What follows belongs to an exercise in optimizing a design on an open flow for small area; a production flow would make more cautious choices.
Only simulation tests tie the RTL to the original design; equivalence was not proved.
Power is estimated from default activity; no workload was simulated.

==> design.v <==
module bin2bcd
 #( parameter                W = 10)   
  ( input      [W-1      :0] bin   ,   
    output reg [W+(W-4)/3:0] bcd   );  
  integer i,j;
  always @(bin) begin
    for(i = 0; i <= W+(W-4)/3; i = i+1) bcd[i] = 0;      
    bcd[W-1:0] = bin;                                    
    for(i = 0; i <= W-4; i = i+1)                        
      for(j = 0; j <= i/3; j = j+1)                      
        if (bcd[W-i+4*j -: 4] > 4)                       
          bcd[W-i+4*j -: 4] = bcd[W-i+4*j -: 4] + 4'd3;  
  end
endmodule
module cb7s (
    input [3:0] numero,         
    output reg [6:0] segmentos  
);
always @ (numero) begin
    case(numero)
        4'b0000: segmentos = ~7'b0111111;  
        4'b0001: segmentos = ~7'b0000110;  
        4'b0010: segmentos = ~7'b1011011;  
        4'b0011: segmentos = ~7'b1001111;  
        4'b0100: segmentos = ~7'b1100110;  
        4'b0101: segmentos = ~7'b1101101;  
        4'b0110: segmentos = ~7'b1111101;  
        4'b0111: segmentos = ~7'b0000111;  
        4'b1000: segmentos = ~7'b1111111;  
        4'b1001: segmentos = ~7'b1101111;  
        default: segmentos = ~7'b0000000;  
    endcase
end
endmodule
module tela (input [3:0] spr, input [3:0] r, input [3:0] c, output pixbit);
function [8:0] sprite_row(input [3:0] spr, input [3:0] r);
	begin
		sprite_row = 9'd0;
		case ({spr, r})
			{4'd1, 4'd1}: sprite_row = 9'b000111000;
			{4'd1, 4'd2}: sprite_row = 9'b000111100;
			{4'd1, 4'd3}: sprite_row = 9'b000110110;
			{4'd1, 4'd4}: sprite_row = 9'b000110000;
			{4'd1, 4'd5}: sprite_row = 9'b000110000;
			{4'd1, 4'd6}: sprite_row = 9'b000110000;
			{4'd1, 4'd7}: sprite_row = 9'b000110000;
			{4'd1, 4'd8}: sprite_row = 9'b011111110;
			{4'd2, 4'd1}: sprite_row = 9'b001111110;
			{4'd2, 4'd2}: sprite_row = 9'b011100011;
			{4'd2, 4'd3}: sprite_row = 9'b011100000;
			{4'd2, 4'd4}: sprite_row = 9'b001110000;
			{4'd2, 4'd5}: sprite_row = 9'b000111000;
			{4'd2, 4'd6}: sprite_row = 9'b000011100;
			{4'd2, 4'd7}: sprite_row = 9'b000001110;
			{4'd2, 4'd8}: sprite_row = 9'b011111111;
			{4'd3, 4'd1}: sprite_row = 9'b011111111;
			{4'd3, 4'd2}: sprite_row = 9'b011111111;
			{4'd3, 4'd3}: sprite_row = 9'b011100000;
			{4'd3, 4'd4}: sprite_row = 9'b001111100;
			{4'd3, 4'd5}: sprite_row = 9'b001111100;
			{4'd3, 4'd6}: sprite_row = 9'b011100000;
			{4'd3, 4'd7}: sprite_row = 9'b011111111;
			{4'd3, 4'd8}: sprite_row = 9'b011111111;
			{4'd4, 4'd1}: sprite_row = 9'b001111000;
			{4'd4, 4'd2}: sprite_row = 9'b001111100;
			{4'd4, 4'd3}: sprite_row = 9'b001111110;
			{4'd4, 4'd4}: sprite_row = 9'b001110111;
			{4'd4, 4'd5}: sprite_row = 9'b011111111;
			{4'd4, 4'd6}: sprite_row = 9'b011111110;
			{4'd4, 4'd7}: sprite_row = 9'b001110000;
			{4'd4, 4'd8}: sprite_row = 9'b001110000;
			{4'd5, 4'd1}: sprite_row = 9'b011111111;
			{4'd5, 4'd2}: sprite_row = 9'b011111111;
			{4'd5, 4'd3}: sprite_row = 9'b000000011;
			{4'd5, 4'd4}: sprite_row = 9'b001111111;
			{4'd5, 4'd5}: sprite_row = 9'b011111111;
			{4'd5, 4'd6}: sprite_row = 9'b011100000;
			{4'd5, 4'd7}: sprite_row = 9'b011111111;
			{4'd5, 4'd8}: sprite_row = 9'b011111111;
			{4'd6, 4'd1}: sprite_row = 9'b011111111;
			{4'd6, 4'd2}: sprite_row = 9'b011111111;
			{4'd6, 4'd3}: sprite_row = 9'b000000011;
			{4'd6, 4'd4}: sprite_row = 9'b001111111;
			{4'd6, 4'd5}: sprite_row = 9'b011111111;
			{4'd6, 4'd6}: sprite_row = 9'b011100011;
			{4'd6, 4'd7}: sprite_row = 9'b011100011;
			{4'd6, 4'd8}: sprite_row = 9'b011111111;
			{4'd7, 4'd1}: sprite_row = 9'b011111111;
			{4'd7, 4'd2}: sprite_row = 9'b011111111;
			{4'd7, 4'd3}: sprite_row = 9'b011100000;
			{4'd7, 4'd4}: sprite_row = 9'b001110000;
			{4'd7, 4'd5}: sprite_row = 9'b000111000;
			{4'd7, 4'd6}: sprite_row = 9'b000011100;
			{4'd7, 4'd7}: sprite_row = 9'b000001110;
			{4'd7, 4'd8}: sprite_row = 9'b000001110;
			{4'd8, 4'd1}: sprite_row = 9'b001100000;
			{4'd8, 4'd2}: sprite_row = 9'b001110000;
			{4'd8, 4'd3}: sprite_row = 9'b001111000;
			{4'd8, 4'd4}: sprite_row = 9'b001111100;
			{4'd8, 4'd5}: sprite_row = 9'b001100000;
			{4'd8, 4'd6}: sprite_row = 9'b001100000;
			{4'd8, 4'd7}: sprite_row = 9'b001111100;
			{4'd8, 4'd8}: sprite_row = 9'b011111111;
			{4'd9, 4'd1}: sprite_row = 9'b000011000;
			{4'd9, 4'd2}: sprite_row = 9'b000111100;
			{4'd9, 4'd3}: sprite_row = 9'b001110110;
			{4'd9, 4'd4}: sprite_row = 9'b011111111;
			{4'd9, 4'd5}: sprite_row = 9'b011111111;
			{4'd9, 4'd6}: sprite_row = 9'b001111110;
			{4'd9, 4'd7}: sprite_row = 9'b000111100;
			{4'd9, 4'd8}: sprite_row = 9'b000011000;
			default: sprite_row = 9'd0;
		endcase
	end
endfunction
wire [15:0] row = {7'd0, sprite_row(spr, r)};
wire [3:0] cm1 = c - 4'd1;
assign pixbit = row[cm1];   
endmodule
module top1(
	input CLOCK_50,
	input RESET_N,
	input [7:0] KEY,
	input [9:0] SW,
	output [7:0] VGA_R,
	output [7:0] VGA_G,
	output [7:0] VGA_B,
	output VGA_CLK,
	output VGA_HS,
	output VGA_VS,
	output VGA_BLANK_N,
	output VGA_SYNC_N,
	output [6:0] HEX0,
	output [6:0] HEX1,
	output [6:0] HEX2,
	output [6:0] HEX3,
	output [6:0] HEX4,
	output [6:0] HEX5
);
	wire clk = CLOCK_50;
	wire rst = !RESET_N;      
	wire gr  = SW[9];         
	wire rr  = rst || gr;
	reg ph;
	always @(posedge clk) begin
		if (rr) ph <= 1'b0;
		else    ph <= ~ph;
	end
	assign VGA_CLK = ph;
	wire sobe = !ph && !gr;
	reg ant0, ant1, ab_p, bd_p;
	always @(posedge clk) begin
		if (rst) begin
			ant0 <= 0; ant1 <= 0; ab_p <= 0; bd_p <= 0;
		end else if (sobe) begin
			ab_p <= SW[0] != ant0;
			ant0 <= SW[0];
			bd_p <= SW[1] != ant1;
			ant1 <= SW[1];
		end
	end
	wire debug = SW[8];
	reg [4:0] hq; reg [5:0] hr;
	reg [4:0] vq; reg [5:0] vr;
	reg hs_r, vs_r;
	wire h_end = (hq == 5'd16) && (hr == 6'd15);    
	wire v_end = (vq == 5'd12) && (vr == 6'd9);     
	always @(posedge clk) begin
		if (rst) begin
			hq <= 5'd16; hr <= 6'd16; vq <= 5'd24; vr <= 6'd29;
			hs_r <= 0; vs_r <= 0;
		end else if (sobe) begin
			hs_r <= !((hq == 5'd16 && hr >= 6'd16) || (hq == 5'd17) || (hq == 5'd18 && hr < 6'd32));
			vs_r <= !(vq == 5'd24 && (vr == 6'd29 || vr == 6'd30));
			if (hr == 6'd39) begin
				hr <= 6'd0;
				hq <= (hq == 5'd19) ? 5'd0 : hq + 5'd1;
			end else hr <= hr + 6'd1;
			if (h_end) begin
				if (v_end) begin
					vq <= 5'd24; vr <= 6'd29;
				end else if (vq == 5'd25 && vr == 6'd23) begin
					vq <= 5'd0; vr <= 6'd0;
				end else if (vr == 6'd39) begin
					vq <= vq + 5'd1; vr <= 6'd0;
				end else begin
					vr <= vr + 6'd1;
				end
			end
		end
	end
	assign VGA_HS = hs_r;
	assign VGA_VS = vs_r;
	assign VGA_BLANK_N = 1'b1;
	assign VGA_SYNC_N = 1'b0;
	wire ativo = (hq < 5'd16) && (vq < 5'd12);
	reg z;
	always @(posedge clk) begin
		if (rst)     z <= 1'b1;
		else if (ph) z <= gr;
	end
	wire [4:0] linha   = vq;
	wire [4:0] coluna  = hq;
	wire [5:0] lin_int = vr;
	wire [5:0] col_int = hr;
	reg [10:0] kc0, kc1, kc2, kc3;
	reg kN, kS, kL, kO;
	always @(posedge clk) begin
		if (rst) begin
			kc0 <= 0; kc1 <= 0; kc2 <= 0; kc3 <= 0;
			kN <= 0; kS <= 0; kL <= 0; kO <= 0;
		end else begin
			if (!KEY[3]) begin
				if (kc0 == 11'd68) begin kc0 <= 0; kN <= 1; end
				else begin kc0 <= {kc0[9:0], ~(kc0[10] ^ kc0[8])}; kN <= 0; end
			end else kN <= 0;
			if (!KEY[2]) begin
				if (kc1 == 11'd68) begin kc1 <= 0; kS <= 1; end
				else begin kc1 <= {kc1[9:0], ~(kc1[10] ^ kc1[8])}; kS <= 0; end
			end else kS <= 0;
			if (!KEY[0]) begin
				if (kc2 == 11'd68) begin kc2 <= 0; kL <= 1; end
				else begin kc2 <= {kc2[9:0], ~(kc2[10] ^ kc2[8])}; kL <= 0; end
			end else kL <= 0;
			if (!KEY[1]) begin
				if (kc3 == 11'd68) begin kc3 <= 0; kO <= 1; end
				else begin kc3 <= {kc3[9:0], ~(kc3[10] ^ kc3[8])}; kO <= 0; end
			end else kO <= 0;
		end
	end
	reg [3:0] cx, cy;
	always @(posedge clk) begin
		if (rr) begin
			cx <= 0; cy <= 0;
		end else begin
			case ({kN, kS, kL, kO})
				4'b1000: cy <= (cy != 4'd0) ? cy - 4'd1 : 4'd11;
				4'b0100: cy <= (cy < 4'd11) ? cy + 4'd1 : 4'd0;
				4'b0010: cx <= cx + 4'd1;
				4'b0001: cx <= cx - 4'd1;
				default: ;
			endcase
		end
	end
	reg [2:0] up [0:191];
	reg [2:0] cn [0:191];
	reg [10:1] lfsr;
	always @(posedge clk) begin
		if (rst) lfsr <= 0;
		else if (sobe) lfsr <= {lfsr[9:1], lfsr[10] ~^ lfsr[7]};
	end
	reg [9:0] cont_random;
	reg reset_ant;
	always @(posedge clk) begin
		if (rst) begin
			cont_random <= 0; reset_ant <= 0;
		end else begin
			if (gr && !reset_ant) cont_random <= cont_random + 10'd1;
			reset_ant <= gr;
		end
	end
	wire [9:0] rsum = lfsr + cont_random;
	reg  [1:0] rmod3;
	always @(*) begin
		case (rsum[9:6])
			4'd0, 4'd3, 4'd6, 4'd9, 4'd12, 4'd15: rmod3 = 2'd0;
			4'd1, 4'd4, 4'd7, 4'd10, 4'd13:       rmod3 = 2'd1;
			default:                              rmod3 = 2'd2;
		endcase
	end
	wire [7:0] random_2 = {rmod3, rsum[5:0]};    
	reg done_clear, wr_en_clear;
	reg [1:0] estado_clear;
	reg done_minas;
	reg [7:0] av;
	reg [3:0] est;
	reg [7:0] P;
	reg candmode;           
	reg [4:0] wdg;
	reg weg;
	reg [2:0] cont_lfsr;
	reg [2:0] estado_ab, estado_bd;
	reg explodiu;
	reg wv;                 
	reg [7:0] rd_bd, wa_bd;
	reg [4:0] wd_bd;        
	reg we_bd;
	reg [9:0] num_minas;
	reg varre, abriu, venceu, pv;
	wire leitura_vga = (estado_bd == 0) && (estado_ab == 0);
	wire [7:0] vga_addr = {vq[3:0], hq[3:0]};
	wire [3:0] lin_m = P[7:4];
	wire [3:0] col_m = P[3:0];
	reg [7:0] roff, woff;
	always @(*) begin
		case (est)
			4'd2: roff = -8'd17;
			4'd3: roff = -8'd16;
			4'd4: roff = -8'd15;
			4'd5: roff = -8'd1;
			4'd6: roff = 8'd1;
			4'd7: roff = 8'd15;
			4'd8: roff = 8'd16;
			default: roff = 8'd17;
		endcase
		case (est)
			4'd3: woff = -8'd17;
			4'd4: woff = -8'd16;
			4'd5: woff = -8'd15;
			4'd6: woff = -8'd1;
			4'd7: woff = 8'd1;
			4'd8: woff = 8'd15;
			4'd9: woff = 8'd16;
			4'd10: woff = 8'd17;
			default: woff = 8'd0;
		endcase
	end
	wire [7:0] rd_gen = candmode ? P : P + roff;
	wire [7:0] wa_gen = P + woff;
	reg [7:0] ra;
	reg       swe;
	reg [7:0] swa;
	reg [5:0] swd;
	reg       sel_ab;
	always @(*) begin
		ra = 8'd0; swe = 0; swa = av; swd = 6'd0; sel_ab = 0;
		if (!done_clear) begin
			swe = wr_en_clear; swa = av; swd = 6'd0; ra = 8'd0;
		end else if (!done_minas) begin
			swe = weg; swa = wa_gen; swd = {1'b0, wdg}; ra = rd_gen;
		end else if (leitura_vga) begin
			swe = 0; ra = vga_addr;
		end else if (estado_ab == 0) begin
			swe = we_bd; swa = wa_bd; swd = {wd_bd[4:3], 1'b0, wd_bd[2:0]}; ra = rd_bd;
		end else begin
			swe = weg; swa = P; swd = {1'b0, wdg}; ra = P; sel_ab = 1;
		end
	end
	wire [5:0] y_in;
	wire [5:0] info = leitura_vga ? y_in : 6'd0;
	reg we_q;
	always @(posedge clk) begin
		if (rr) we_q <= 0;
		else    we_q <= swe;
	end
	wire [3:0] lin_v = av[7:4];
	wire [3:0] col_v = av[3:0];
	wire fim_varre = av >= 8'd192;
	wire [7:0] addr_prox = fim_varre ? 8'd0 : av + 8'd1;
	wire prox_campo = addr_prox < 8'd192;
	wire ab4 = (estado_ab == 3'd4) && done_minas;
	wire run_sw = done_minas && !we_q && !ab4 && varre;    
	wire gen_step = sobe && !done_minas && done_clear;
	wire ab_step  = sobe && done_clear && done_minas;
	wire [2:0] estado_ab_at = ab_p ? 3'd1 : estado_ab;
	wire [2:0] estado_bd_at = bd_p ? 3'd1 : estado_bd;
	reg [7:0] soff;
	always @(*) begin
		case (est)
			4'd1: soff = 8'd1;
			4'd2: soff = -8'd1;
			4'd3: soff = -8'd16;
			4'd4: soff = 8'd16;
			4'd5: soff = -8'd15;
			4'd6: soff = -8'd17;
			4'd7: soff = 8'd17;
			4'd8: soff = 8'd15;
			default: soff = 8'd1;
		endcase
	end
	wire [7:0] sa = (est == 4'd0 && fim_varre) ? 8'd0 : av + soff;
	wire [3:0] sv;
	wire [15:0] rc, sc;
	wire [11:0] rrw, srw;
	genvar g;
	generate for (g = 0; g < 16; g = g + 1) begin : dcol
		assign rc[g] = ra[3:0] == g;
		assign sc[g] = sa[3:0] == g;
	end
	for (g = 0; g < 12; g = g + 1) begin : drow
		assign rrw[g] = ra[7:4] == g;
		assign srw[g] = sa[7:4] == g;
	end endgenerate
	reg [5:0] rrow, rdv;
	reg [3:0] srow, sdv;
	integer i, j;
	always @(*) begin
		rdv = 0; sdv = 0;
		for (j = 0; j < 12; j = j + 1) begin
			rrow = 0; srow = 0;
			for (i = 0; i < 16; i = i + 1) begin
				rrow = rrow | ({6{rc[i]}} & {up[j*16+i], cn[j*16+i]});
				srow = srow | ({4{sc[i]}} & {up[j*16+i], cn[j*16+i] == 3'd0});
			end
			rdv = rdv | ({6{rrw[j]}} & rrow);
			sdv = sdv | ({4{srw[j]}} & srow);
		end
	end
	assign y_in = rdv;
	assign sv = sdv;
	wire nb_vazio = (sv == 4'b0011);
	wire [2:0] tipo_prox = sv[3:1];
	always @(posedge clk) begin
		if (rr) begin
			done_clear <= 0; wr_en_clear <= 0; estado_clear <= 0; av <= 0;
		end else if (!done_clear) begin
			if (sobe) begin
				case (estado_clear)
					2'd0: begin
						av <= 0; wr_en_clear <= 1; estado_clear <= 1;
					end
					2'd1: begin
						if (av >= 8'd192) begin
							wr_en_clear <= 0; estado_clear <= 2;
						end else wr_en_clear <= 1;
						av <= av + 8'd1;
					end
					2'd2: done_clear <= 1;
					default: ;
				endcase
			end
		end else if (!done_minas) begin
			if (gen_step && est == 4'd1 && y_in[4] == 1'b0) av <= av + 8'd1;    
end else if (!we_q && ab4) begin
			av <= 8'd192;
		end else if (run_sw && est == 4'd0) begin
			av <= addr_prox;
		end
	end
	always @(posedge clk) begin
		if (rst) cont_lfsr <= 0;
		if (rr) begin
			done_minas <= 0; est <= 0; candmode <= 1;
		end else if (!done_minas) begin
			if (gen_step) begin
				case (est)
					4'd0: begin
						if (cont_lfsr == 3'b111) begin
							est <= 1; cont_lfsr <= 0; candmode <= 1;
						end else cont_lfsr <= cont_lfsr + 3'd1;
					end
					4'd1: begin
						if (y_in[4] == 1'b0) begin
							candmode <= 0;
							est <= 2;
						end else est <= 0;
					end
					4'd11: begin
						if (av >= 8'd231) begin    
							done_minas <= 1; est <= 0;
						end else est <= 0;
					end
					default: est <= est + 4'd1;
				endcase
			end
		end else if (run_sw) begin
			case (est)
				4'd0: if (prox_campo && tipo_prox == 3'b000) est <= 1;
				4'd1: est <= (col_v < 15 && nb_vazio) ? 4'd9 : 4'd2;
				4'd2: est <= (col_v >= 1 && nb_vazio) ? 4'd9 : 4'd3;
				4'd3: est <= (lin_v >= 1 && nb_vazio) ? 4'd9 : 4'd4;
				4'd4: est <= (lin_v < 11 && nb_vazio) ? 4'd9 : 4'd5;
				4'd5: est <= (lin_v >= 1 && col_v < 15 && nb_vazio) ? 4'd9 : 4'd6;
				4'd6: est <= (lin_v >= 1 && col_v >= 1 && nb_vazio) ? 4'd9 : 4'd7;
				4'd7: est <= (lin_v < 11 && col_v < 15 && nb_vazio) ? 4'd9 : 4'd8;
				4'd8: est <= (lin_v < 11 && col_v >= 1 && nb_vazio) ? 4'd9 : 4'd0;
				4'd9: est <= 0;
				default: ;
			endcase
		end
	end
	reg gwr;    
	always @(*) begin
		case (est)
			4'd2: gwr = lin_m >= 1 && col_m >= 1;
			4'd3: gwr = lin_m >= 1;
			4'd4: gwr = lin_m >= 1 && col_m < 15;
			4'd5: gwr = col_m >= 1;
			4'd6: gwr = col_m < 15;
			4'd7: gwr = lin_m < 11 && col_m >= 1;
			4'd8: gwr = lin_m < 11;
			4'd9: gwr = lin_m < 11 && col_m < 15;
			default: gwr = 0;
		endcase
	end
	wire [5:0] y_inc = y_in + 6'd1;
	always @(posedge clk) begin
		if (rr) begin
			P <= 0; wdg <= 0; weg <= 0;
			estado_ab <= 0; explodiu <= 0; wv <= 0;
		end else if (!done_minas) begin
			if (gen_step) begin
				weg <= 0;
				if (est == 4'd0 && cont_lfsr == 3'b111) P <= random_2;
				if (est == 4'd1 && y_in[4] == 1'b0) begin
					wdg <= {1'b1, y_in[3:0]}; weg <= 1;
				end
				if (gwr) begin
					wdg <= y_inc[4:0]; weg <= 1;
				end
			end
		end else if (ab_step) begin
			wv <= 0;
			if (ab_p) estado_ab <= 1;
			case (estado_ab_at)
				3'd1: begin
					P <= {cy, cx}; estado_ab <= 2;
				end
				3'd2: begin
					if (y_in[5] != 1) begin
						wdg <= {y_in[4], 1'b1, y_in[2:0]};
						weg <= 1; wv <= 1;
						if (y_in[4] == 1) explodiu <= 1;
					end
					estado_ab <= 3;
				end
				3'd3: begin
					weg <= 0; estado_ab <= 4;
				end
				3'd4: estado_ab <= 0;
				default: ;
			endcase
		end
	end
	always @(posedge clk) begin
		if (rr) begin
			rd_bd <= 0; wa_bd <= 0; wd_bd <= 0; we_bd <= 0;
			estado_bd <= 0; num_minas <= 10'd38;
		end else if (ab_step) begin
			if (bd_p) estado_bd <= 1;
			case (estado_bd_at)
				3'd1: begin
					rd_bd <= {cy, cx}; estado_bd <= 2;
				end
				3'd2: begin
					if (y_in[3] != 1) begin
						if (y_in[5] == 0) num_minas <= num_minas - 10'd1;
						else              num_minas <= num_minas + 10'd1;
						wd_bd <= {~y_in[5], y_in[4], y_in[2:0]};
						wa_bd <= rd_bd;
						we_bd <= 1;
					end
					estado_bd <= 3;
				end
				3'd3: begin
					we_bd <= 0; estado_bd <= 4;
				end
				3'd4: estado_bd <= 0;
				default: ;
			endcase
		end
	end
	always @(posedge clk) begin
		if (rst) pv <= 0;
		if (rr) begin
			abriu <= 0; venceu <= 0; varre <= 0;
		end else if (!done_minas || we_q) begin
		end else if (ab4) begin
			varre <= 1; abriu <= 1; pv <= 0;
		end else if (varre) begin
			case (est)
				4'd0: begin
					if (fim_varre) begin
						if (!abriu) varre <= 0;
						abriu <= 0;
						venceu <= pv;
					end
					if (prox_campo && tipo_prox == 3'b000) pv <= 0;
					else if (prox_campo && tipo_prox == 3'b100) pv <= 0;
					else if (fim_varre) pv <= 1;
				end
				4'd9: abriu <= 1;
				default: ;
			endcase
		end
	end
	wire pipe_w = we_q && !ph && !rr && (!sel_ab || wv);
	wire sw_w   = run_sw && (est == 4'd9) && !rr;
	wire       m_we_up = pipe_w || sw_w;
	wire       m_we_cn = pipe_w;
	wire [7:0] m_wa = pipe_w ? swa : av;
	wire [2:0] m_wup = pipe_w ? swd[5:3] : 3'b001;
	integer k;
	always @(posedge clk) begin
		for (k = 0; k < 192; k = k + 1) begin
			if (m_we_up && m_wa == k) up[k] <= m_wup;
			if (m_we_cn && m_wa == k) cn[k] <= swd[2:0];
		end
	end
	wire bandeira = info[5];
	wire mina     = info[4];
	wire aberto   = info[3];
	wire [2:0] num = info[2:0];
	wire mc = debug || explodiu || venceu;
	localparam [3:0] C_BLACK = 0, C_RED = 1, C_WHITE = 2, C_BLUE = 3, C_GREEN = 4,
	                 C_NAVY = 5, C_DRED = 6, C_DGREEN = 7, C_GRAY = 8, C_DGRAY = 9;
	reg [9:0] cb;    
	function [9:0] grp(input [3:0] c);
		case (c)
			C_RED:    grp = 10'b111_000_0000;
			C_WHITE:  grp = 10'b111_111_1111;
			C_BLUE:   grp = 10'b000_000_1111;
			C_GREEN:  grp = 10'b000_111_0000;
			C_NAVY:   grp = 10'b000_000_0010;
			C_DRED:   grp = 10'b011_000_0000;
			C_DGREEN: grp = 10'b000_011_0000;
			C_GRAY:   grp = 10'b011_011_0111;
			C_DGRAY:  grp = 10'b001_001_0011;
			default:  grp = 10'b000_000_0000;
		endcase
	endfunction
	reg [3:0] spr;
	always @(posedge clk) begin
		if (rr) spr <= 0;
		else if (sobe) begin
			if (bandeira) spr <= 4'd8;
			else if (mina && (aberto || mc)) spr <= 4'd9;
			else if (aberto || mc) spr <= {1'b0, num};
			else spr <= 0;
		end
	end
	wire pixbit;
	tela rom(.spr(spr), .r(lin_int[5:2]), .c(col_int[5:2]), .pixbit(pixbit));
	wire borda = (lin_int < 6'd2) || (col_int < 6'd2);
	wire cursor = ((linha == {1'b0, cy} && coluna == {1'b0, cx}) && borda) ||
	              ((linha == {1'b0, cy} + 5'd1 && coluna == {1'b0, cx}) && lin_int < 6'd2) ||
	              ((linha == {1'b0, cy} && coluna == {1'b0, cx} + 5'd1) && col_int < 6'd2);
	always @(posedge clk) begin
		if (rr) cb <= grp(C_BLACK);
		else if (sobe) begin
			if (ativo) begin
				if (z) cb <= grp(C_RED);
				else if (cursor) cb <= grp(C_RED);
				else if (borda) cb <= grp(C_BLACK);
				else if ((bandeira || aberto || mc) && pixbit) begin
					if (bandeira) cb <= grp((lin_int < 6'd20) ? C_RED : (!mc ? C_WHITE : C_BLACK));
					else if (mina && (aberto || mc)) cb <= grp(C_BLACK);
					else begin
						case (num)
							3'd0: cb <= grp(C_WHITE);
							3'd1: cb <= grp(C_BLUE);
							3'd2: cb <= grp(C_GREEN);
							3'd3: cb <= grp(C_RED);
							3'd4: cb <= grp(C_NAVY);
							3'd5: cb <= grp(C_DRED);
							3'd6: cb <= grp(C_DGREEN);
							default: cb <= grp(C_BLACK);
						endcase
					end
				end else if (!aberto && !mc) begin
					cb <= grp((linha[0] ^ coluna[0]) ? C_GRAY : C_DGRAY);
				end else begin
					cb <= grp((explodiu && aberto && mina) ? C_RED : C_WHITE);
				end
			end else cb <= grp(C_BLACK);
		end
	end
	wire [7:0] r_o = {cb[9], cb[8], {6{cb[7]}}};
	wire [7:0] g_o = {cb[6], cb[5], {6{cb[4]}}};
	wire [7:0] b_o = {cb[3], cb[2], {4{cb[1]}}, {2{cb[0]}}};
	assign VGA_R = r_o;
	assign VGA_G = g_o;
	assign VGA_B = b_o;
	reg [12:0] tcont;
	reg [3:0] d0, d1, d2;
	reg tk;
	wire stop = explodiu || venceu;
	always @(posedge clk) begin
		if (rr) begin
			tcont <= 0; d0 <= 0; d1 <= 0; d2 <= 0; tk <= 0;
		end else if (!stop && !tk) begin
			if (tcont == 13'd1504) begin
				tcont <= 0;
				if (d0 == 4'd9) begin
					d0 <= 0;
					if (d1 == 4'd9) begin
						d1 <= 0;
						if (d2 == 4'd9) begin
							d2 <= 0; tk <= 1;
						end else d2 <= d2 + 4'd1;
					end else d1 <= d1 + 4'd1;
				end else d0 <= d0 + 4'd1;
			end else tcont <= {tcont[11:0], ~(tcont[12] ^ tcont[2])};
		end
	end
	cb7s dig0(.numero(d0), .segmentos(HEX0));
	cb7s dig1(.numero(d1), .segmentos(HEX1));
	cb7s dig2(.numero(d2), .segmentos(HEX2));
	assign HEX3 = 7'b1111111;
	wire [12:0] bcd;
	bin2bcd b2b(.bin(num_minas), .bcd(bcd));
	cb7s dig4(.numero(bcd[3:0]), .segmentos(HEX4));
	cb7s dig5(.numero(bcd[7:4]), .segmentos(HEX5));
endmodule
==> flow/run.sh <==
#!/bin/bash
# Own flow: the standard layout (standard.sh) with these changes:
#  - synthesis maps the logic with an area-oriented ABC script (flow/abc_speed.script)
#    and leaves adders to ABC (no separate full/half adder mapping);
#    every yosys step before ABC, flip-flop mapping included, is the standard one,
#    so the registers are the same as the standard synthesis's;
#  - clock tree synthesis without dummy loads and with larger sink clusters;
#  - the port buffers are the smallest buffer (buf_1).
set -euo pipefail
W=$PWD
cp -r "$FLOW_HOME/scripts" "$W/scr"
cp "$W/flow/abc_speed.script" "$W/scr/abc_speed.script"
make -C "$FLOW_HOME" DESIGN_CONFIG="$W/config.mk" WORK_HOME="$W/orfs" CLKGATE_MAP_FILE= \
  SYNTH_SCRIPT="$W/synth_recipe.tcl" SCRIPTS_DIR="$W/scr" ADDER_MAP_FILE= synth > "$W/synth.log" 2>&1
CTS="-sink_clustering_enable -repair_clock_nets -dont_use_dummy_load"
CTS="$CTS -buf_list {sky130_fd_sc_hd__clkbuf_8}"
CTS="$CTS -sink_clustering_size 14 -sink_clustering_max_diameter 80"
bash "$W/standard.sh" "CTS_ARGS=$CTS" "BUFFER_PORTS_ARGS=-buffer_cell sky130_fd_sc_hd__buf_1" finish > "$W/layout.log" 2>&1
==> flow/abc_speed.script <==
strash
&get -n
&fraig -x
&put
dc2
strash
&get -n
&deepsyn -T 900
&put
strash
&get -n
&dch -f
&nf -R 1000
&put
strash
&get -n
&dch -f
&nf -R 1000
&put
topo
==> standard.sh <==
#!/bin/bash
# synth_recipe.tcl (not shown) runs the flow's synth.tcl, then flattens the netlist and writes it again
# the make line also repeats each setting of config.mk as NAME=value (left out here)
make -C /OpenROAD-flow-scripts/flow DESIGN_CONFIG=/design/flow/config.mk WORK_HOME=/design/flow/orfs CLKGATE_MAP_FILE= SYNTH_SCRIPT=/design/flow/synth_recipe.tcl "${@:-finish}"
==> config.mk <==
export PLATFORM = sky130hd
export DESIGN_NAME = top1
export DESIGN_NICKNAME = top1
export VERILOG_FILES = /design/flow/design.v
export SDC_FILE = /design/flow/constraint.sdc
export NUM_CORES = 8
export LEC_CHECK = 0
export CAP_MARGIN = 15
export CORE_MARGIN = 2
export CORE_UTILIZATION = 55
export SLEW_MARGIN = 5
==> constraint.sdc <==
create_clock -name core_clock -period 20.0 [get_ports {CLOCK_50}]
set_input_delay 4.0000 -clock core_clock [delete_from_list [all_inputs] [get_ports {CLOCK_50}]]
set_output_delay 4.0000 -clock core_clock [all_outputs]
set_load 0.01 [all_outputs]
==> insert_results.sql, run 1 <==
INSERT INTO impl_metrics (metric_group, metric, value, unit) VALUES
('run_status', 'outcome', 'complete, no violations', ''),
('die', 'die-height', '332', 'um'),
('synthesis', 'cells_after_synth', '4633', ''),
('sta', 'max_slew.worst_pin.slew', '1.23', 'ns'),
('die', 'dieWidth', '332', 'um'),
('detailed_routing', 'drt_pass1_iterations', '14', ''),
('place', 'place.gp.congestion', '0.961', ''),
('cts', 'post_cts.repair.setup_buffers', '0', ''),
('cts', 'tritoncts_clock_tree', 'built', ''),
('hold_path', 'min_path_type', 'reg2reg', ''),
('final_layout', 'layout-drive-gt1-share', '5.68', '%'),
('synthesis', 'cell_area_after_technology_mapping', '59300', 'um^2'),
('cts', 'worst_setup_hold_path_clk_slew', '0.10', 'ns'),
('critical_path', 'critPathKind', 'reg2reg', ''),
('detailed_routing', 'num_vias', '48000', ''),
('sta', 'period_share', '46.6', '%'),
('die', 'core-area', '107000', 'um^2'),
('power_and_ir_drop', 'power.total', '0.00459', 'W'),
('critical_path', 'endpoint_kind', 'register', ''),
('place', 'io_buffer_count', '71', ''),
('detailed_routing', 'drc', '0', ''),
('sta', 'grt_setup_unrepaired', 'false', ''),
('sta', 'report.final.hold_viol_count', '0', ''),
('critical_path', 'maximum_fanout_count_along_the_critical_path', '12', ''),
('cts', 'clock_insertion_delay_worst_skew', '0.86', 'ns'),
('cts', 'clock-sinks', '1408', ''),
('sta', 'max-slew-margin-rel', '18.1', '%'),
('cts', 'hold_buffers', '0', ''),
('synthesis', 'synth_cell_types', '64', ''),
('die', 'fp.dieArea', '110000', 'um^2'),
('synthesis', 'postSynth.asyncResetShare', '0', '%'),
('die', 'boundary_pins', '91', ''),
('sta', 'post-route-min-period', '9.32', 'ns'),
('final_layout', 'syn2layout_area_growth', '7.68', '%'),
('global_route', 'overflow', '0', ''),
('sta', 'highest_achievable_clock_rate', '107', 'MHz'),
('synthesis', 'synth_seq_cells', '1408', ''),
('power_and_ir_drop', 'vdd_drop_max', '0.0651', 'mV'),
('sta', 'fin_tns_setup', '0', 'ns'),
('critical_path', 'crit_required', '20.68', 'ns'),
('final_layout', 'final_nets', '4931', ''),
('critical_path', 'critical_path.startpoint_type', 'register', ''),
('place', 'dp_hpwl', '133000', 'um'),
('critical_path', 'worst_path_max_delay_cell', 'sky130_fd_sc_hd__a221oi_1', ''),
('die', 'fp-row-count', '120', ''),
('cts', 'depth_of_the_cts_h_tree', '3', ''),
('power_and_ir_drop', 'p_leak', '20.5', 'nW'),
('synthesis', 'synthesis.area_per_instance', '12.8', 'um^2'),
('critical_path', 'critical_path_arrival', '10.00', 'ns'),
('detailed_routing', 'postRouteAntennaNets', '0', ''),
('cts', 'clk_path_buf_depth', '3', ''),
('sta', 'finClkSkew', '0.0977', 'ns'),
('global_route', 'grt_pass1_vias', '45200', ''),
('critical_path', 'cp_common_cell', 'sky130_fd_sc_hd__nand2_1', ''),
('run', 'drv.max_cap_violation_count', '0', ''),
('detailed_routing', 'finalWirelength', '219000', 'um'),
('cts', 'tritoncts.num_buffers', '110', ''),
('cts', 'cts.root.buffer_cell', 'sky130_fd_sc_hd__clkbuf_8', ''),
('die', 'initial_utilization', '55.4', '%'),
('synthesis', 'synth_warnings', '6', ''),
('cts', 'cts_resized', '0', ''),
('final_layout', 'layout.filler_cells', '8729', ''),
('global_route', 'global_route_wire_length_before_repair', '312000', 'um'),
('synthesis', 'sequential_share_of_the_synthesized_area', '67.0', '%'),
('global_route', 'grt_usage', '38.7', '%'),
('global_route', 'initial_antenna_violation_count', '7', ''),
('sta', 'setup-violations-final', '0', ''),
('synthesis', 'synth_enable_flop_cells', '1152', ''),
('critical_path', 'timing.critical_path.max_delay_family', 'simple AND/OR/NAND/NOR gates', ''),
('sta', 'final-max-slew-violation-count', '0', ''),
('critical_path', 'crit_path_max_incr_delay', '0.94', 'ns'),
('detailed_routing', 'dr.first_iter.drc_count', '11100', ''),
('detailed_routing', 'route.detailed.wl_per_inst', '34.7', 'um'),
('power_and_ir_drop', 'cellPowerDensity', '71.8', 'nW/um^2'),
('global_route', 'largest_net_degree_at_the_start_of_global_routing', '96', ''),
('synthesis', 'dominantRegCellSynth', 'sky130_fd_sc_hd__edfxtp_1', ''),
('critical_path', 'cp_bufs_invs', '0', ''),
('detailed_routing', 'vias_per_cell', '7.60', '');
flip-flops by register name, summed over array words and instances, names as in the netlist, 10 cells and up:
name         cells
kc0             11
cb              10
cn             576
kc3             11
num_minas       10
lfsr            10
tcont           13
cont_random     10
kc1             11
up             576
kc2             11
cell type report:
cell class	count	area, um^2	area share, %
Sequential cell	1408	39700	62.2
Tap cell	1403	1760	2.75
Inverter	45	169	0.265
Timing Repair Buffer	182	1110	1.73
Antenna cell	4	10.0	0.0157
Multi-Input combinational cell	3164	19600	30.7
Clock buffer	110	1510	2.37
layer usage:
layer / vias to the layer above / GRT usage, % / wire length (um)
met5: - / 0.0434 / 25
met4: 4 / 18.1 / 12300
met3: 796 / 11.1 / 33000
met2: 4154 / 57.4 / 94000
met1: 23200 / 52.9 / 79900
li1: 19800 / - / -
synth_stat cells (all sizes together) (31+ instances only):
cell type | number | area share, %
a22o | 123 | 1.8
nand4 | 72 | 0.76
and3 | 47 | 0.50
clkinv | 45 | 0.28
dfxtp | 256 | 8.6
a21oi | 167 | 1.4
nand3 | 103 | 0.87
a211oi | 41 | 0.52
nor3 | 87 | 0.73
xnor2 | 47 | 0.69
nor2 | 619 | 3.9
o21ai | 153 | 1.3
a222oi | 384 | 6.5
nor4 | 231 | 2.4
edfxtp | 1152 | 58
a22oi | 144 | 1.8
nand2 | 422 | 2.7
a31oi | 72 | 0.76
a221oi | 66 | 0.97
nand2b | 42 | 0.44
and2 | 40 | 0.42
nor2b | 31 | 0.33
final timing paths:
check | depth (start not counted) | start | to | slack (ns)
max | 30 | est[2]$_SDFFE_PN0P_ | num_minas[9]$_SDFFE_PN0P_ | 10.68
min | 2 | vs_r$_SDFFE_PN0P_ | vs_r$_SDFFE_PN0P_ | 0.46
max reg2reg | 30 | est[2]$_SDFFE_PN0P_ | num_minas[9]$_SDFFE_PN0P_ | 10.68
min reg2reg | 2 | vs_r$_SDFFE_PN0P_ | vs_r$_SDFFE_PN0P_ | 0.46
logic make-up (layout without fill, tap and decap cells):
kind of cell / Yosys count / after routing / synth area share (%)
DFF: 1408 / 1408 / 67.0
AOI/OAI and AO/OA: 1297 / 1297 / 17.1
other: 2 / 13 / 0.0127
and+or+nand+nor: 1780 / 1780 / 14.2
xor gates and xnor gates: 69 / 69 / 1.02
muxes: 9 / 9 / 0.165
buffers and inverters: 68 / 337 / 0.576
power breakdown:
group	internal [W]	switching [W]	leakage (nW)
clock	0.000489	0.000904	0.791
combinational	0.0000142	0.0000475	6.02
sequential	0.00313	0.00000532	13.7
total	0.00363	0.000957	20.5
worst register-to-register path, delay by kind of cell, from the launching register on:
family | cells | cell delay (ns)
AOI/OAI and AO/OA | 8 | 2.71
and+or+nand+nor | 20 | 5.60
xor gates and xnor gates | 2 | 0.28
DFF | 1 | 0.58
cells in the final DEF (no fill, tap or decap), types with 30 or more instances in the layout:
cell | Yosys | routed
sky130_fd_sc_hd__dfxtp_1 | 256 | 256
sky130_fd_sc_hd__clkinv_1 | 45 | 45
sky130_fd_sc_hd__edfxtp_1 | 1152 | 1152
sky130_fd_sc_hd__nand3_1 | 103 | 102
sky130_fd_sc_hd__nor2_1 | 619 | 599
sky130_fd_sc_hd__nor2b_1 | 31 | 30
sky130_fd_sc_hd__a22o_1 | 123 | 122
sky130_fd_sc_hd__nor3_1 | 87 | 85
sky130_fd_sc_hd__a221oi_1 | 66 | 66
sky130_fd_sc_hd__clkbuf_8 | 0 | 111
sky130_fd_sc_hd__xnor2_1 | 47 | 47
sky130_fd_sc_hd__o21ai_0 | 153 | 153
sky130_fd_sc_hd__buf_4 | 23 | 110
sky130_fd_sc_hd__and3_1 | 47 | 44
sky130_fd_sc_hd__nor4_1 | 231 | 229
sky130_fd_sc_hd__a222oi_1 | 384 | 384
sky130_fd_sc_hd__nand2_1 | 422 | 405
sky130_fd_sc_hd__nand2b_1 | 42 | 41
sky130_fd_sc_hd__a211oi_1 | 41 | 41
sky130_fd_sc_hd__a22oi_1 | 144 | 144
sky130_fd_sc_hd__nand4_1 | 72 | 72
sky130_fd_sc_hd__buf_1 | 0 | 70
sky130_fd_sc_hd__a31oi_1 | 72 | 72
sky130_fd_sc_hd__and2_0 | 40 | 36
sky130_fd_sc_hd__a21oi_1 | 167 | 166
through the flow:
step	std cells	hold slack (ns)	util, %	instance area (um^2)	setup WS [ns]
after floorplan	4640	0.425	-	59300	10.41
after global placement	6200	0.437	58.2	62300	10.46
after detailed placement	6200	0.444	58.2	62300	10.48
after CTS	6310	0.466	59.6	63800	10.81
after global routing	6313	0.492	59.6	63800	10.18
final	6316	0.459	59.6	63800	10.68
==> inputs of run 2 (changes only) <==
==> flow/abc_speed.script (replaced) <==
strash
&get -n
&fraig -x
&put
dc2
strash
&get -n
&deepsyn -T 900
&put
strash
&get -n
&dch -f
&nf -R 1000 -C 32 -F 16
&put
strash
&get -n
&dch -f
&nf -R 1000 -C 32 -F 16
&put
strash
&get -n
&dch -f
&nf -R 1000 -C 32 -F 16
&put
topo
==> run 2 against run 1 <==
Effect of this change: sequential share of layout area grew 0.072 points; combinational power up 13%; worst setup slack worse by 0.0094 ns; first-iteration DRC count up 4.3%; non-clock buffer count up 7; global-route usage grew 0.72 points; core utilization increased by 0.099 points; via count down 0.66%; clock-buffer cell count increased by 1; critical path type unchanged; largest cell class unchanged.
==> insert_results.sql, run 2 <==
INSERT INTO impl_metrics (metric_group, metric, value, unit) VALUES
('die', 'die-height', '332', 'um'),
('sta', 'final-max-slew-violation-count', '0', ''),
('critical_path', 'crit_required', '20.70', 'ns'),
('die', 'dieWidth', '332', 'um'),
('critical_path', 'cp-startpoint', 'av[7]$_SDFFE_PN0P_', ''),
('detailed_routing', 'drt_pass1_iterations', '17', ''),
('detailed_routing', 'finalWirelength', '223000', 'um'),
('sta', 'period_share', '46.6', '%'),
('die', 'boundary_pins', '91', ''),
('place', 'placed_area', '62200', 'um^2'),
('synthesis', 'sequential_share_of_the_synthesized_area', '67.2', '%'),
('critical_path', 'r2r_end', 'soff[4]$_SDFF_PP0_', ''),
('global_route', 'global_route_wire_length_before_repair', '315000', 'um'),
('sta', 'report.final.hold_viol_count', '0', ''),
('critical_path', 'timing.critical_path.depth', '30', ''),
('synthesis', 'synth_seq_cells', '1408', ''),
('global_route', 'globalRouteMet1Util', '53.6', '%'),
('detailed_routing', 'vias_per_cell', '7.63', ''),
('global_route', 'largest_net_degree_at_the_start_of_global_routing', '103', ''),
('final_layout', 'layout.filler_cells', '8684', ''),
('die', 'fp-row-count', '120', ''),
('synthesis', 'postSynth.asyncResetShare', '0', '%'),
('die', 'initial_utilization', '55.3', '%'),
('final_layout', 'finalCoreUtilization', '59.7', '%'),
('synthesis', 'yosys.area.top_type_share', '58.6', '%'),
('cts', 'clk_path_buf_depth', '3', ''),
('critical_path', 'endpoint_kind', 'register', ''),
('detailed_routing', 'num_vias', '47700', ''),
('critical_path', 'critical_path_arrival', '10.02', 'ns'),
('power_and_ir_drop', 'cellPowerDensity', '72.1', 'nW/um^2'),
('critical_path', 'worst_path_max_delay_cell', 'sky130_fd_sc_hd__dfxtp_1', ''),
('critical_path', 'critPathKind', 'reg2reg', ''),
('final_layout', 'layout_commonest_cell', 'sky130_fd_sc_hd__edfxtp_1', ''),
('cts', 'cts.root.buffer_cell', 'sky130_fd_sc_hd__clkbuf_8', ''),
('cts', 'depth_of_the_cts_h_tree', '3', ''),
('critical_path', 'timing_endpoint_of_the_critical_path', 'soff[4]$_SDFF_PP0_', ''),
('synthesis', 'synth_top_area_cell', 'sky130_fd_sc_hd__edfxtp_1', ''),
('place', 'io_buffer_count', '71', ''),
('synthesis', 'synth_top_cells_by_count', '1152 x sky130_fd_sc_hd__edfxtp_1, 602 x sky130_fd_sc_hd__nor2_1, 416 x sky130_fd_sc_hd__a222oi_1', ''),
('sta', 'finClkSkew', '0.125', 'ns'),
('synthesis', 'cells_taking_the_most_area_after_synthesis', 'sky130_fd_sc_hd__edfxtp_1 59%, sky130_fd_sc_hd__dfxtp_1 8.7%, sky130_fd_sc_hd__a222oi_1 7.1%', ''),
('cts', 'post_cts.repair.setup_buffers', '0', ''),
('critical_path', 'critical_path.startpoint_type', 'register', ''),
('cts', 'clock-sinks', '1408', ''),
('detailed_routing', 'postRouteAntennaNets', '0', ''),
('power_and_ir_drop', 'vdd_drop_max', '0.0715', 'mV'),
('synthesis', 'cell_area_after_technology_mapping', '59100', 'um^2'),
('run_status', 'outcome', 'complete, no violations', ''),
('global_route', 'overflow', '0', ''),
('global_route', 'busiest_layer', 'met2', ''),
('global_route', 'grt_pass1_vias', '45100', ''),
('sta', 'setup-violations-final', '0', ''),
('sta', 'highest_achievable_clock_rate', '107', 'MHz'),
('hold_path', 'min_path_type', 'reg2reg', ''),
('synthesis', 'synthesis.area_per_instance', '13.0', 'um^2'),
('run', 'drv.max_cap_violation_count', '0', ''),
('synthesis', 'synth_warnings', '6', ''),
('cts', 'tritoncts.num_buffers', '111', ''),
('sta', 'post-route-min-period', '9.33', 'ns'),
('critical_path', 'cp_bufs_invs', '2', ''),
('place', 'dp_hpwl', '136000', 'um'),
('sta', 'grt_setup_unrepaired', 'false', ''),
('die', 'fp.dieArea', '110000', 'um^2'),
('cts', 'cts_resized', '0', ''),
('synthesis', 'dominantRegCellSynth', 'sky130_fd_sc_hd__edfxtp_1', ''),
('critical_path', 'rrSetupSlack', '10.67', 'ns'),
('sta', 'fin_tns_setup', '0', 'ns'),
('sta', 'max-slew-margin-rel', '11.8', '%'),
('final_layout', 'final_nets', '4862', ''),
('synthesis', 'yosys.cell_count.top_type', 'sky130_fd_sc_hd__edfxtp_1', ''),
('die', 'core-area', '107000', 'um^2'),
('global_route', 'grt_use_met3', '12.1', '%'),
('critical_path', 'reg2reg_path_depth', '30', ''),
('sta', 'max_slew.worst_pin.slew', '1.32', 'ns'),
('cts', 'hold_buffers', '0', ''),
('final_layout', 'layout-drive-gt1-share', '5.95', '%'),
('synthesis', 'synth_cell_types', '63', ''),
('final_layout', 'syn2layout_area_growth', '7.98', '%'),
('synthesis', 'synth_enable_flop_cells', '1152', ''),
('cts', 'tritoncts_clock_tree', 'built', ''),
('critical_path', 'regToRegStartpoint', 'av[7]$_SDFFE_PN0P_', ''),
('critical_path', 'timing.critical_path.max_delay_family', 'simple AND/OR/NAND/NOR gates', ''),
('global_route', 'initial_antenna_violation_count', '11', ''),
('final_layout', 'layout_common_cells', '1152 x sky130_fd_sc_hd__edfxtp_1, 582 x sky130_fd_sc_hd__nor2_1, 416 x sky130_fd_sc_hd__a222oi_1', ''),
('detailed_routing', 'dr.first_iter.drc_count', '11500', ''),
('detailed_routing', 'drc', '0', ''),
('detailed_routing', 'route.detailed.wl_per_inst', '35.7', 'um'),
('critical_path', 'maximum_fanout_count_along_the_critical_path', '20', ''),
('global_route', 'groute.layer.met2.usage', '57.8', '%'),
('final_layout', 'layout.cell_area.non_filler', '63800', 'um^2'),
('power_and_ir_drop', 'power.total', '0.00460', 'W'),
('critical_path', 'crit_path_max_incr_delay', '0.68', 'ns'),
('cts', 'clock_insertion_delay_worst_skew', '0.88', 'ns'),
('place', 'place.gp.congestion', '0.966', ''),
('final_layout', 'largest_registers', 'cn x576, up x576, tcont x13', ''),
('synthesis', 'cells_after_synth', '4556', ''),
('cts', 'worst_setup_hold_path_clk_slew', '0.11', 'ns'),
('global_route', 'grt_usage', '39.4', '%'),
('power_and_ir_drop', 'p_leak', '19.2', 'nW');
## run 2: cell types whose count changed after synthesis, moves of 20 or more
cell and change:
sky130_fd_sc_hd__a222oi_1 +32, sky130_fd_sc_hd__a21oi_1 +23, sky130_fd_sc_hd__nand2_1 -63, sky130_fd_sc_hd__nor4_1 -100, sky130_fd_sc_hd__nand4_1 +34, sky130_fd_sc_hd__a2111oi_0 +20
sky130_fd_sc_hd__a31oi_1 -24, sky130_fd_sc_hd__nor3_1 +63
## run 2: worst min-delay path by stage
stage / startpoint / endpoint / slack (ns) / cells after the start
6_report: we_bd$_SDFFE_PN0P_ / we_bd$_SDFFE_PN0P_ / 0.46 / 2
5_1_grt: hr[0]$_SDFFE_PN0P_ / hr[0]$_SDFFE_PN0P_ / 0.48 / 1
4_1_cts: we_bd$_SDFFE_PN0P_ / we_bd$_SDFFE_PN0P_ / 0.46 / 2
3_5_place_dp: we_bd$_SDFFE_PN0P_ / we_bd$_SDFFE_PN0P_ / 0.44 / 2
3_3_place_gp: we_bd$_SDFFE_PN0P_ / we_bd$_SDFFE_PN0P_ / 0.44 / 2
2_1_floorplan: we_bd$_SDFFE_PN0P_ / we_bd$_SDFFE_PN0P_ / 0.42 / 2
## run 2: cell families after synthesis
family	Yosys count	synth area share, %
xor+xnor	76	1.13
other cells	2	0.0127
flops	1408	67.2
buf+inv	64	0.553
mux	8	0.142
fa+ha+maj	1	0.0169
simple gates	1672	13.2
compound gates	1325	17.7
## run 2: layer usage
layer  routed length [um]  vias to the layer above
li1                     -                    19600
met1                81300                    23000
met2                94200                     4163
met3                33600                      864
met4                13700                       14
met5                  280                        -
## run 2: area by class of cell
cell class / count / area (um^2) / area share, %
diodes: 5 / 12.5 / 0.0196
clock buffers: 111 / 1530 / 2.40
inverters: 41 / 154 / 0.241
multi-input cells: 3091 / 19400 / 30.4
flip-flops and latches: 1408 / 39700 / 62.3
well taps: 1403 / 1760 / 2.75
repair buffers: 189 / 1230 / 1.92
## run 2: worst min-delay path, stage by stage, from the launching register on
cell and delay, ns:
sky130_fd_sc_hd__dfxtp_1 0.34, sky130_fd_sc_hd__nand2_1 0.05, sky130_fd_sc_hd__nand2_1 0.04
## run 2: power breakdown
| part | total, W | switching [W] | internal [W] |
|---|---|---|---|
| clock | 0.00139 | 0.000902 | 0.000493 |
| combinational | 0.0000700 | 0.0000523 | 0.0000176 |
| sequential | 0.00313 | 0.00000530 | 0.00313 |
| total | 0.00460 | 0.000960 | 0.00364 |
## run 2: through the flow
step	instances	setup WS [ns]	hold WS (ns)
final	6248	10.67	0.463
after global routing	6244	10.36	0.484
after CTS	6241	11.06	0.460
after detailed placement	6130	11.27	0.443
after global placement	6130	11.32	0.436
after floorplan	4563	9.64	0.423

## static timing again, ports no longer ideal
How much do the figures lean on ideal ports? The routed layouts below were timed once more, with nothing changed but the port constraints. Step 1 assumes that a clkbuf_16 drives the clock port and a buf_2 every other input. Step 2 also shifts input and output timing later by t, the mid clock arrival at the registers, as if the neighbouring blocks saw the same clock. a / b / c = no drivers / after step 1 / after step 2; a / b = the first two.
run | t, ns | slack for setup (ns) | worst slew at a driven data input, ns
run 1 | 0.875 | 10.683 / 10.683 / 10.378 | 0.04
run 2 | 0.890 | 10.674 / 10.674 / 10.674 | 0.06
After both steps every run listed still meets setup and hold. For run 1, which loses most, drivers alone change the setup slack by 0.000 ns; drivers and shift together by -0.305 ns.
